Source: an optimization exercise on an open RTL-to-GDS flow (aim: small area). Production flows keep margins and buffers that such runs may drop.
Only simulation tests tie the RTL to the original design; equivalence was not proved.
The flow treats the clock pin as an ideal source, which a real chip does not have.

== indigo ==
// blackjack
module blackjack(
	input reset,
	input clk,
	input hit,
	input stay,
	input double_down,
	input split,
	output win,
	output tie,
	output lose,
	output sf_e, e, rs, rw, d, c, b, a
    );
wire hit_out, stay_out, dd_out, split_out;
wire hit_rise, hit_sp, stay_sp, double_down_sp, split_sp;
wire started;
dbc hit_debounce(.clk(clk), .rst(reset), .signal_i(hit), .signal_o(hit_out), .rise(hit_rise), .pulse(hit_sp), .started(started));
dbc stay_debounce(.clk(clk), .rst(reset), .signal_i(stay), .signal_o(stay_out), .rise(), .pulse(stay_sp), .started());
dbc dd_debounce(.clk(clk), .rst(reset), .signal_i(double_down), .signal_o(dd_out), .rise(), .pulse(double_down_sp), .started());
dbc split_debounce(.clk(clk), .rst(reset), .signal_i(split), .signal_o(split_out), .rise(), .pulse(split_sp), .started());
wire [3:0] d_card, lstate;
lfsr d_new_card(.clk(clk), .rst(reset), .out(d_card), .state(lstate));
wire [3:0] card;
wire same;
  ...
==> flow/config.mk <==
export PLATFORM = sky130hd
export DESIGN_NAME = blackjack
export DESIGN_NICKNAME = blackjack
export VERILOG_FILES = /design/flow/design.v
export SDC_FILE = /design/flow/constraint.sdc
export NUM_CORES = 4
export LEC_CHECK = 0
export ABC_AREA = 1
export CAP_MARGIN = 20
export CORE_MARGIN = 2
export CORE_UTILIZATION = 40
export CTS_BUF_LIST = sky130_fd_sc_hd__clkbuf_8
export HOLD_SLACK_MARGIN = 0
export SLEW_MARGIN = 20
==> flow/constraint.sdc <==
create_clock -name core_clock -period 10.0 [get_ports {clk}]
set_input_delay 2.0000 -clock core_clock [delete_from_list [all_inputs] [get_ports {clk}]]
set_output_delay 2.0000 -clock core_clock [all_outputs]
set_load 0.01 [all_outputs]
standard.sh (not shown) runs the stock make flow with config.mk's settings and CLKGATE_MAP_FILE= SYNTH_SCRIPT=/design/flow/synth_recipe.tcl, a recipe that flattens the netlist after the stock synthesis.
==> flow/flow/run.sh <==
#!/bin/bash
# Layout flow: the standard synthesis, then the combinational logic between
# the (unchanged) registers is re-optimised for area with ABC, then the standard flow's
# standard layout from floorplan to finish. Each tool writes its own log here.
set -uo pipefail
W=$(pwd)
R=$W/orfs/results/${FLOW_PLATFORM}/blackjack/base
LIB=$FLOW_HOME/platforms/${FLOW_PLATFORM}/lib/sky130_fd_sc_hd__tt_025C_1v80.lib

bash standard.sh synth > $W/log_1_std_synth.txt 2>&1 || exit 1
cp $R/1_2_yosys.v $W/std_netlist.v

# don't-use cells of the platform
python3 - "$FLOW_HOME/platforms/${FLOW_PLATFORM}/config.mk" > $W/dont_use.txt <<'PY'
import re, sys
txt = open(sys.argv[1]).read().replace("\\\n", " ")
cells = set()
for m in re.finditer(r"DONT_USE_CELLS\s*\+?=([^\n]*)", txt):
    cells.update(re.findall(r"sky130_fd_sc_hd__\w+", m.group(1)))
print(" ".join(f"-dont_use {c}" for c in sorted(cells)))
PY
DU=$(cat $W/dont_use.txt)

best=""
bestarea=""
for s in $W/flow/abc_*.script; do
  n=$(basename $s .script)
  cat > $W/resynth_$n.ys <<EOS
read_liberty -ignore_miss_func $LIB
blackbox sky130_fd_sc_hd__df*
read_verilog $W/std_netlist.v
hierarchy -top $FLOW_TOP
flatten
opt_clean -purge
abc -script $s -liberty $LIB $DU
opt_clean -purge
hilomap -singleton -hicell sky130_fd_sc_hd__conb_1 HI -locell sky130_fd_sc_hd__conb_1 LO
opt_clean -purge
tee -o $W/stat_$n.txt stat -liberty $LIB
write_verilog -noattr -nohex -nodec $W/netlist_$n.v
EOS
  ( timeout 1200 yosys -s $W/resynth_$n.ys > $W/log_2_resynth_$n.txt 2>&1 ) &
  # at most NUM_CORES at once
  while (( $(jobs -rp | wc -l) >= ${NUM_CORES:-4} )); do sleep 1; done
done
wait
for s in $W/flow/abc_*.script; do
  n=$(basename $s .script)
  a=$(grep -o "Chip area for module.*: [0-9.]*" $W/stat_$n.txt 2>/dev/null | awk '{print $NF}')
  [[ -z "$a" || ! -s $W/netlist_$n.v ]] && continue
  # the registers must be the standard synthesis's, by name and cell type
  grep -o "sky130_fd_sc_hd__df[a-z0-9_]* [^ ]*" $W/std_netlist.v | sort > $W/regs_std.txt
  grep -o "sky130_fd_sc_hd__df[a-z0-9_]* [^ ]*" $W/netlist_$n.v | sort > $W/regs_$n.txt
  cmp -s $W/regs_std.txt $W/regs_$n.txt || continue
  if [[ -z "$best" ]] || python3 -c "import sys; sys.exit(0 if $a < $bestarea else 1)"; then
    best=$n; bestarea=$a
  fi
done
echo "chosen: ${best:-standard} ${bestarea}" > $W/log_2_resynth_choice.txt
if [[ -n "$best" ]]; then
  cp $W/netlist_$best.v $R/1_2_yosys.v
  touch $R/1_2_yosys.v
fi

# extra make settings for the layout, one per line
ARGS=()
if [[ -f $W/flow/layout_args.txt ]]; then
  while IFS= read -r line; do [[ -n "$line" ]] && ARGS+=("$line"); done < $W/flow/layout_args.txt
fi
# upsize slow clock buffers after CTS
ARGS+=("POST_CTS_TCL=$W/flow/post_cts.tcl")
bash standard.sh "${ARGS[@]}" finish > $W/log_3_std_layout.txt 2>&1 || exit 1
Other scripts of this flow, unchanged in this note and not shown: flow/flow/abc_s1.script, flow/flow/abc_s2.script, flow/flow/abc_s3.script, flow/flow/abc_s4.script, flow/flow/abc_s5.script, flow/flow/abc_s6.script, flow/flow/abc_s7.script, flow/flow/abc_s8.script, flow/flow/layout_args.txt, flow/flow/post_cts.tcl
indigo: STA-0171 in 1_synth -> run aborted
Setup changes, indigo to nickel
-- flow/flow/run.sh --
<<< indigo, line 29
read_liberty -ignore_miss_func $LIB
blackbox sky130_fd_sc_hd__df*
read_verilog $W/std_netlist.v
>>> nickel, line 29
read_liberty -ignore_miss_func $LIB
blackbox sky130_fd_sc_hd__*df* sky130_fd_sc_hd__dl*
read_verilog $W/std_netlist.v
<<< indigo, line 50
  [[ -z "$a" || ! -s $W/netlist_$n.v ]] && continue
  # the registers must be the standard synthesis's, by name and cell type
  grep -o "sky130_fd_sc_hd__df[a-z0-9_]* [^ ]*" $W/std_netlist.v | sort > $W/regs_std.txt
  grep -o "sky130_fd_sc_hd__df[a-z0-9_]* [^ ]*" $W/netlist_$n.v | sort > $W/regs_$n.txt
  cmp -s $W/regs_std.txt $W/regs_$n.txt || continue
>>> nickel, line 50
  [[ -z "$a" || ! -s $W/netlist_$n.v ]] && continue
  # only cell instances (no behavioural registers) may come out
  grep -qE "^\s*(reg|always)\b" $W/netlist_$n.v && continue
  # the registers must be the standard synthesis's, by name and cell type
  grep -oE "sky130_fd_sc_hd__[a-z]*(df|dl)[a-z0-9_]* [^ ]*" $W/std_netlist.v | sort > $W/regs_std.txt
  grep -oE "sky130_fd_sc_hd__[a-z]*(df|dl)[a-z0-9_]* [^ ]*" $W/netlist_$n.v | sort > $W/regs_$n.txt
  cmp -s $W/regs_std.txt $W/regs_$n.txt || continue
==> notes.md <==
Looking across indigo and nickel, the single run that reached the end with no open violations was nickel. indigo did not run to completion, as it errored out during 1_synth.

what the ideal ports hide:
Ports are ideal in the flow. The routed layout listed here was re-timed in OpenROAD.
Step 1 (the two cells are an assumption about what drives the block):
set clk [get_ports {clk}]
set_driving_cell -lib_cell sky130_fd_sc_hd__clkbuf_16 $clk
set_driving_cell -lib_cell sky130_fd_sc_hd__buf_2 [delete_from_list [all_inputs] $clk]
Step 2, shift: input delay + t, output delay - t, t = (earliest + latest rising clock arrival at the registers) / 2. This alone moves slack from input paths to output paths.
Three values: ideal, step 1, step 2; two values: the first two.
run: nickel
shift t [ns]: 0.440
setup WS [ns]: 3.458 / 3.458 / 3.458
worst hold slack (ns): 0.461 / 0.461 / 0.461
pins driven straight from the clock port: 1
After both steps nickel still meets setup and hold. The setup slack of nickel moves by 0.000 ns with the drivers and by 0.000 ns with both steps.
